This is an optimization exercise on Yosys and OpenROAD, whose aim is small area, not a production implementation. Function was checked by simulation only, so behaviour that the tests miss may differ from the original.

==> 06-15 <==
## synapse
module synapse #(
    parameter DW = 16, T_DW = 4
)(
    input wire clk,
    input wire rst,
    input wire en,
    input wire [DW - 1 : 0] weights_w,
    input wire write_enable,
    output reg [DW - 1 : 0] weights_r,
    input wire read_enable,
    input wire pre_spiking,
    output reg signed [DW - 1 : 0] spking_value,
    output reg post_en,
    input wire update_en,
    input wire signed [DW - 1 : 0] learning_rate
);
==> flow/config.mk <==
export PLATFORM = sky130hd
export DESIGN_NAME = synapse
export DESIGN_NICKNAME = synapse
export VERILOG_FILES = /design/flow/design.v
export SDC_FILE = /design/flow/constraint.sdc
export NUM_CORES = 4
export LEC_CHECK = 0
export ABC_AREA = 1
export CAP_MARGIN = 0
export CORE_MARGIN = 2
export CORE_UTILIZATION = 55
export CTS_BUF_LIST = sky130_fd_sc_hd__clkbuf_16
export CTS_CLUSTER_DIAMETER = 80
export CTS_CLUSTER_SIZE = 30
export PLACE_DENSITY = 0.7
export SLEW_MARGIN = 0
==> flow/constraint.sdc <==
create_clock -name core_clock -period 10.0 [get_ports {clk}]
set_input_delay 2.0000 -clock core_clock [delete_from_list [all_inputs] [get_ports {clk}]]
set_output_delay 2.0000 -clock core_clock [all_outputs]
set_load 0.01 [all_outputs]
standard.sh (not shown) runs the stock make flow with config.mk's settings and CLKGATE_MAP_FILE= SYNTH_SCRIPT=/design/flow/synth_recipe.tcl, a recipe that flattens the netlist after the stock synthesis.
==> flow/flow/run.sh <==
#!/bin/bash
# Own layout flow: the standard flow, with two extra steps after the
# standard synthesis, each kept only if ABC's cec finds the result
# equivalent to the standard netlist (registers as cut points):
#  1. polarity.py re-chooses the polarity of the full-adder cells (a full
#     adder is self-dual) and of some simple gates to drop inverters;
#  2. resyn.sh re-maps the logic between the adders and registers with an
#     area-oriented ABC script.
# Each tool's output goes to a log file of its own in this folder.
set -euo pipefail
R=orfs/results/${FLOW_PLATFORM:-sky130hd}/synapse/base
TOP=${FLOW_TOP:-synapse}
bash standard.sh synth > std_synth.log 2>&1
cp $R/1_2_yosys.v synth_standard.v
cur=synth_standard.v
if python3 flow/polarity.py $cur synth_polarity.v > polarity.log 2>&1 \
   && bash flow/cec.sh synth_standard.v synth_polarity.v $TOP > cec_polarity.log 2>&1 \
   && grep -q "Networks are equivalent" cec_polarity.log; then
  cur=synth_polarity.v
fi
if bash flow/resyn.sh $cur synth_resyn.v $TOP > resyn.log 2>&1 \
   && bash flow/cec.sh synth_standard.v synth_resyn.v $TOP > cec_resyn.log 2>&1 \
   && grep -q "Networks are equivalent" cec_resyn.log; then
  cur=synth_resyn.v
fi
echo "netlist used: $cur" > netlist_used.log
if [[ $cur != synth_standard.v ]]; then
  sleep 1
  cp $cur $R/1_2_yosys.v
fi
bash standard.sh > std_layout.log 2>&1
==> flow/flow/resyn.sh <==
#!/bin/bash
# resyn.sh IN.v OUT.v TOP: re-map the combinational logic of a mapped netlist
# with an area-oriented ABC script. Full adders, half adders, flip-flops and
# tie cells are kept as they are (so every register keeps its cell and name);
# the logic between them is read as the library's cell functions and mapped
# again onto the platform's cells, leaving out its don't-use cells.
set -euo pipefail
FH=${FLOW_HOME:-/OpenROAD-flow-scripts/flow}
L=$FH/platforms/sky130hd/lib/sky130_fd_sc_hd__tt_025C_1v80.lib
DU=$(sed -n '/^export DONT_USE_CELLS += /,/^#/p' $FH/platforms/sky130hd/config.mk \
     | grep -o "sky130_fd_sc_hd__[a-z0-9_]*" | sed 's/^/-dont_use /' | tr '\n' ' ')
printf 'set_driving_cell sky130_fd_sc_hd__buf_1\nset_load 5\n' > resyn_abc.constr
yosys -q -l resyn_yosys.log -p "
read_liberty -ignore_miss_func $L
setattr -mod -set keep_hierarchy 1 sky130_fd_sc_hd__fa_1 sky130_fd_sc_hd__ha_1 sky130_fd_sc_hd__dfxtp_1 sky130_fd_sc_hd__conb_1
read_verilog $1
hierarchy -top $3
flatten
opt_clean
abc -D 10000 -liberty $L $DU -constr resyn_abc.constr -script flow/resyn.abc
opt_clean -purge
select $3
write_verilog -noattr -selected $2
"
Other scripts of this flow, unchanged in this note and not shown: flow/flow/cec.sh, flow/flow/polarity.py, flow/flow/resyn.abc
==> 10-25: changes against 06-15 <==
--- a/flow/flow/run.sh
+++ b/flow/flow/run.sh
@@ -7,3 +7,3 @@
 #  2. resyn.sh re-maps the logic between the adders and registers with an
-#     area-oriented ABC script.
+#     area-oriented ABC script, twice (the second pass still finds savings).
 # Each tool's output goes to a log file of its own in this folder.
@@ -20,7 +20,9 @@
 fi
-if bash flow/resyn.sh $cur synth_resyn.v $TOP > resyn.log 2>&1 \
-   && bash flow/cec.sh synth_standard.v synth_resyn.v $TOP > cec_resyn.log 2>&1 \
-   && grep -q "Networks are equivalent" cec_resyn.log; then
-  cur=synth_resyn.v
-fi
+for pass in 1 2; do
+  if bash flow/resyn.sh $cur synth_resyn$pass.v $TOP > resyn$pass.log 2>&1 \
+     && bash flow/cec.sh synth_standard.v synth_resyn$pass.v $TOP > cec_resyn$pass.log 2>&1 \
+     && grep -q "Networks are equivalent" cec_resyn$pass.log; then
+    cur=synth_resyn$pass.v
+  fi
+done
 echo "netlist used: $cur" > netlist_used.log
--- a/flow/flow/resyn.sh
+++ b/flow/flow/resyn.sh
@@ -12,3 +12,3 @@
 printf 'set_driving_cell sky130_fd_sc_hd__buf_1\nset_load 5\n' > resyn_abc.constr
-yosys -q -l resyn_yosys.log -p "
+yosys -q -l resyn_yosys_$(basename $2 .v).log -p "
 read_liberty -ignore_miss_func $L
==> 03-13: changes against 06-15 <==
--- a/flow/flow/run.sh
+++ b/flow/flow/run.sh
@@ -7,3 +7,3 @@
 #  2. resyn.sh re-maps the logic between the adders and registers with an
-#     area-oriented ABC script.
+#     area-oriented ABC script, twice (the second pass still finds savings).
 # Each tool's output goes to a log file of its own in this folder.
@@ -20,7 +20,9 @@
 fi
-if bash flow/resyn.sh $cur synth_resyn.v $TOP > resyn.log 2>&1 \
-   && bash flow/cec.sh synth_standard.v synth_resyn.v $TOP > cec_resyn.log 2>&1 \
-   && grep -q "Networks are equivalent" cec_resyn.log; then
-  cur=synth_resyn.v
-fi
+for pass in 1 2; do
+  if bash flow/resyn.sh $cur synth_resyn$pass.v $TOP > resyn$pass.log 2>&1 \
+     && bash flow/cec.sh synth_standard.v synth_resyn$pass.v $TOP > cec_resyn$pass.log 2>&1 \
+     && grep -q "Networks are equivalent" cec_resyn$pass.log; then
+    cur=synth_resyn$pass.v
+  fi
+done
 echo "netlist used: $cur" > netlist_used.log
--- a/flow/flow/resyn.sh
+++ b/flow/flow/resyn.sh
@@ -12,3 +12,3 @@
 printf 'set_driving_cell sky130_fd_sc_hd__buf_1\nset_load 5\n' > resyn_abc.constr
-yosys -q -l resyn_yosys.log -p "
+yosys -q -l resyn_yosys_$(basename $2 .v).log -p "
 read_liberty -ignore_miss_func $L
Settings changed: CORE_UTILIZATION 55 to 65, PLACE_DENSITY 0.7 to 0.8.
==> results.txt <==
- 10-25 ran to the end with no violations. 03-13 completed with no timing, DRC or antenna violations. 06-15 went through all stages and came out clean.
- Of 06-15 and 10-25, 10-25 has the higher non-clock buffer count (gap 1).
- Against 10-25, the utilization of 06-15 is higher by 0.12 points.
- The lowest die area belongs to 03-13, the highest to 06-15.
- Between 06-15 and 10-25, the lower first-iteration DRC count is in 10-25 (gap about 10%, measured against 10-25).
==> figures <==
quantity	06-15	03-13	10-25
CORE AREA	0.0355 mm²	0.0296 mm²	0.0353 mm²
Global Route met2 Usage	52.9%	65.4%	55.2%
Sequential share of cell area	18.5%	18.7%	18.6%
CTS Buf Count	17	15	15
Peak per-stage delay on the critical path	0.56 ns	0.57 ns	0.55 ns
Status	finished clean	finished clean	finished clean
Inserted tap cell count	461	390	461
Overall via count from detail_route	16800	17400	16700

* * *

==> run H: inputs <==
synapse, a different RTL version from the one above (not shown whole).
==> flow/config.mk <==
export PLATFORM = sky130hd
export DESIGN_NAME = synapse
export DESIGN_NICKNAME = synapse
export VERILOG_FILES = /design/flow/design.v
export SDC_FILE = /design/flow/constraint.sdc
export NUM_CORES = 4
export LEC_CHECK = 0
export ABC_AREA = 1
export CAP_MARGIN = 0
export CORE_MARGIN = 2
export CORE_UTILIZATION = 55
export CTS_BUF_LIST = sky130_fd_sc_hd__clkbuf_8
export CTS_CLUSTER_DIAMETER = 60
export CTS_CLUSTER_SIZE = 16
export GPL_TIMING_DRIVEN = 0
export PLACE_DENSITY = 0.7
export SLEW_MARGIN = 0
==> flow/constraint.sdc <==
create_clock -name core_clock -period 10.0 [get_ports {clk}]
set_input_delay 2.0000 -clock core_clock [delete_from_list [all_inputs] [get_ports {clk}]]
set_output_delay 2.0000 -clock core_clock [all_outputs]
set_load 0.01 [all_outputs]
==> flow/flow/run.sh <==
#!/bin/bash
# Own layout flow: the standard flow, with two extra steps after the
# standard synthesis, each kept only if ABC's cec finds the result
# equivalent to the standard netlist (registers as cut points):
#  1. polarity.py re-chooses the polarity of the full-adder cells (a full
#     adder is self-dual) and of some simple gates to drop inverters;
#  2. resyn.sh re-maps the logic between the adders and registers with an
#     area-oriented ABC script.
# Each tool's output goes to a log file of its own in this folder.
set -euo pipefail
R=orfs/results/${FLOW_PLATFORM:-sky130hd}/synapse/base
TOP=${FLOW_TOP:-synapse}
bash standard.sh synth > std_synth.log 2>&1
cp $R/1_2_yosys.v synth_standard.v
cur=synth_standard.v
if python3 flow/polarity.py $cur synth_polarity.v > polarity.log 2>&1 \
   && bash flow/cec.sh synth_standard.v synth_polarity.v $TOP > cec_polarity.log 2>&1 \
   && grep -q "Networks are equivalent" cec_polarity.log; then
  cur=synth_polarity.v
fi
if bash flow/resyn.sh $cur synth_resyn.v $TOP > resyn.log 2>&1 \
   && bash flow/cec.sh synth_standard.v synth_resyn.v $TOP > cec_resyn.log 2>&1 \
   && grep -q "Networks are equivalent" cec_resyn.log; then
  cur=synth_resyn.v
fi
echo "netlist used: $cur" > netlist_used.log
if [[ $cur != synth_standard.v ]]; then
  sleep 1
  cp $cur $R/1_2_yosys.v
fi
bash standard.sh > std_layout.log 2>&1
Other scripts of this flow, unchanged in this note and not shown: flow/flow/cec.sh, flow/flow/polarity.py, flow/flow/resyn.abc, flow/flow/resyn.sh
==> inputs of run D, as changes to run H <==
- CORE_UTILIZATION: 55 -> 40
- CTS_BUF_LIST: sky130_fd_sc_hd__clkbuf_8 -> sky130_fd_sc_hd__clkbuf_4
- CTS_CLUSTER_DIAMETER: 60 -> not set
- CTS_CLUSTER_SIZE: 16 -> not set
- GPL_TIMING_DRIVEN: 0 -> not set
- PLACE_DENSITY: 0.7 -> not set
==> inputs of run X, as changes to run H <==
- GPL_TIMING_DRIVEN: 0 -> not set
==> comparison <==
- Global-route usage: run X > run H > run D.
- The highest non-clock buffer count belongs to run X, the lowest to run H.
- Sequential share of layout area, highest first: run H, run X, run D.
- Final cell count, highest first: run D, run X, run H.
- Hold slack: run H > run D > run X.
- Core utilization, highest first: run X, run H, run D.
==> figures <==
item	run D	run X	run H
Hold_ws	0.460 ns	0.453 ns	0.463 ns
Area used by multi-input combinational logic	0.0158 mm^2	0.0157 mm^2	0.0159 mm^2
Cell with the largest stage delay on the worst path	fa_1	fa_1	fa_2
Routed wire length per instance	20.2 um	21.7 um	20.7 um
Cell at the root of the clock tree	clkbuf_4	clkbuf_8	clkbuf_8
Die footprint	0.0538 mm^2	0.0394 mm^2	0.0394 mm^2
Worst-margin pin slew	0.966 ns	1.33 ns	1.23 ns
Outcome	timing/DRC/antenna clean	timing/DRC/antenna clean	timing/DRC/antenna clean
Die width	232 um	198 um	198 um
Final design instance area without fill	0.0237 mm^2	0.0233 mm^2	0.0232 mm^2
Largest net degree at the start of global routing	65	74	85
Drt first-iter violations	1253	1676	1355
Buffers plus inverters on the worst setup path	2	2	1
Wire length reported by the detailed router	65300 um	65600 um	61500 um
Layout-to-synthesis area ratio	1.137x	1.121x	1.114x
Clock slew at the register clock pins of the worst setup and hold paths	0.06 ns	0.09 ns	0.10 ns

* * *

==> inputs of trial 31 <==
Starting RTL as in the previous note.
export LEC_CHECK = 0
export ABC_AREA = 1
export CAP_MARGIN = 0
export CORE_MARGIN = 2
export CORE_UTILIZATION = 55
export CTS_BUF_LIST = sky130_fd_sc_hd__clkbuf_8
export CTS_CLUSTER_DIAMETER = 60
export CTS_CLUSTER_SIZE = 20
export PLACE_DENSITY = 0.7
export SLEW_MARGIN = 0
create_clock -name core_clock -period 10.0 [get_ports {clk}]
==> flow/flow/run.sh <==
#!/bin/bash
# Own layout flow: the standard flow, with one extra step after the
# standard synthesis: polarity.py re-chooses the polarity of the full-adder
# cells (a full adder is self-dual) to drop inverters between them. The
# rewritten netlist is checked against the standard one (ABC cec, registers
# as cut points) and used only if it is equivalent. Each tool's output goes
# to a log file of its own in this folder.
set -euo pipefail
R=orfs/results/${FLOW_PLATFORM:-sky130hd}/synapse/base
bash standard.sh synth > std_synth.log 2>&1
cp $R/1_2_yosys.v synth_standard.v
if python3 flow/polarity.py synth_standard.v synth_polarity.v > polarity.log 2>&1 \
   && bash flow/cec.sh synth_standard.v synth_polarity.v "${FLOW_TOP:-synapse}" > cec.log 2>&1 \
   && grep -q "Networks are equivalent" cec.log; then
  sleep 1
  cp synth_polarity.v $R/1_2_yosys.v
  echo "using the polarity-optimised netlist" >> polarity.log
else
  echo "keeping the standard netlist" >> polarity.log
fi
bash standard.sh > std_layout.log 2>&1
Other scripts of this flow, unchanged in this note and not shown: flow/flow/cec.sh, flow/flow/polarity.py
==> trial 56: changes against trial 31 <==
CORE_UTILIZATION = 40   (was 55)
CTS_BUF_LIST = sky130_fd_sc_hd__clkbuf_4   (was sky130_fd_sc_hd__clkbuf_8)
CTS_CLUSTER_DIAMETER = default   (was 60)
CTS_CLUSTER_SIZE = default   (was 20)
PLACE_DENSITY = default   (was 0.7)
==> comparison table <==
Status: trial 31 timing/DRC/antenna clean; trial 56 timing/DRC/antenna clean
Met3 demand-to-capacity share in global routing: trial 31 8.80%; trial 56 4.47%
Non-clock buffer instance count of the final layout: trial 31 119; trial 56 117
Layout Cells excl Fill: trial 31 3,141; trial 56 3,379
GR met2 Demand/Resource: trial 31 47.2%; trial 56 37.8%
Number of clock buffers in the layout: trial 31 23; trial 56 81
Detailed Place HPWL: trial 31 52.3 mm; trial 56 53.8 mm
Met1 usage in global routing: trial 31 48.2%; trial 56 36.4%
Detailed route wirelength on metal3: trial 31 7.46 mm; trial 56 5.34 mm
Max stage delay on crit path: trial 31 0.57 ns; trial 56 0.56 ns
Largest clock skew in the final design: trial 31 0.0258 ns; trial 56 0.0637 ns
Design area: trial 31 23,900 um^2; trial 56 24,200 um^2
Multi-input combinational cell area: trial 31 16,400 um^2; trial 56 16,400 um^2
Final layout net count: trial 31 3,116; trial 56 3,148
Number of global-route vias before repair: trial 31 18,200; trial 56 18,700
Cell chosen for the clock root: trial 31 sky130_fd_sc_hd__clkbuf_8; trial 56 sky130_fd_sc_hd__clkbuf_4
Clock latency on the worst-skew pair: trial 31 0.60 ns; trial 56 0.82 ns
Required time reported for the critical path endpoint: trial 31 10.50 ns; trial 56 10.70 ns
Fraction of the core area covered by cells at the end of the flow: trial 31 60.4%; trial 56 44.8%

separate check: timing with driven ports:
In the flow no input, the clock included, has a driving cell. The finished layouts below were timed again as built, in two steps. Step 1 sets driving cells, clkbuf_16 on the clock port and buf_2 on the other inputs (assumed; they add their load-dependent delay and slew). Step 2 adds t to the input delays and takes it off the output delays; t is the mean of the earliest and latest rising clock arrival at the registers after step 1. Input paths then give back, and output paths get back, about the clock's delay inside the block. a / b / c = ideal ports / drivers / drivers and shift; a / b = the first two.
run | t (ns) | setup WS [ns] | worst setup path at the end | cell pins on the clock port's net
06-15 | 0.554 | 0.471 / 0.471 / 0.471 | register to register | 1
10-25 | 0.538 | 0.475 / 0.475 / 0.475 | register to register | 1
03-13 | 0.555 | 0.451 / 0.451 / 0.451 | register to register | 1
run H | 0.641 | 0.401 / 0.401 / 0.188 | input to register | 1
run D | 0.825 | 0.399 / 0.399 / 0.399 | register to register | 1
run X | 0.660 | 0.442 / 0.442 / 0.274 | input to register | 1
trial 31 | 0.643 | 0.438 / 0.438 / 0.438 | register to register | 1
trial 56 | 0.836 | 0.446 / 0.446 / 0.446 | register to register | 1
After both steps every run listed still meets setup and hold. The setup slack of run H, which loses most, moves by 0.000 ns with the drivers and by -0.213 ns with both steps.
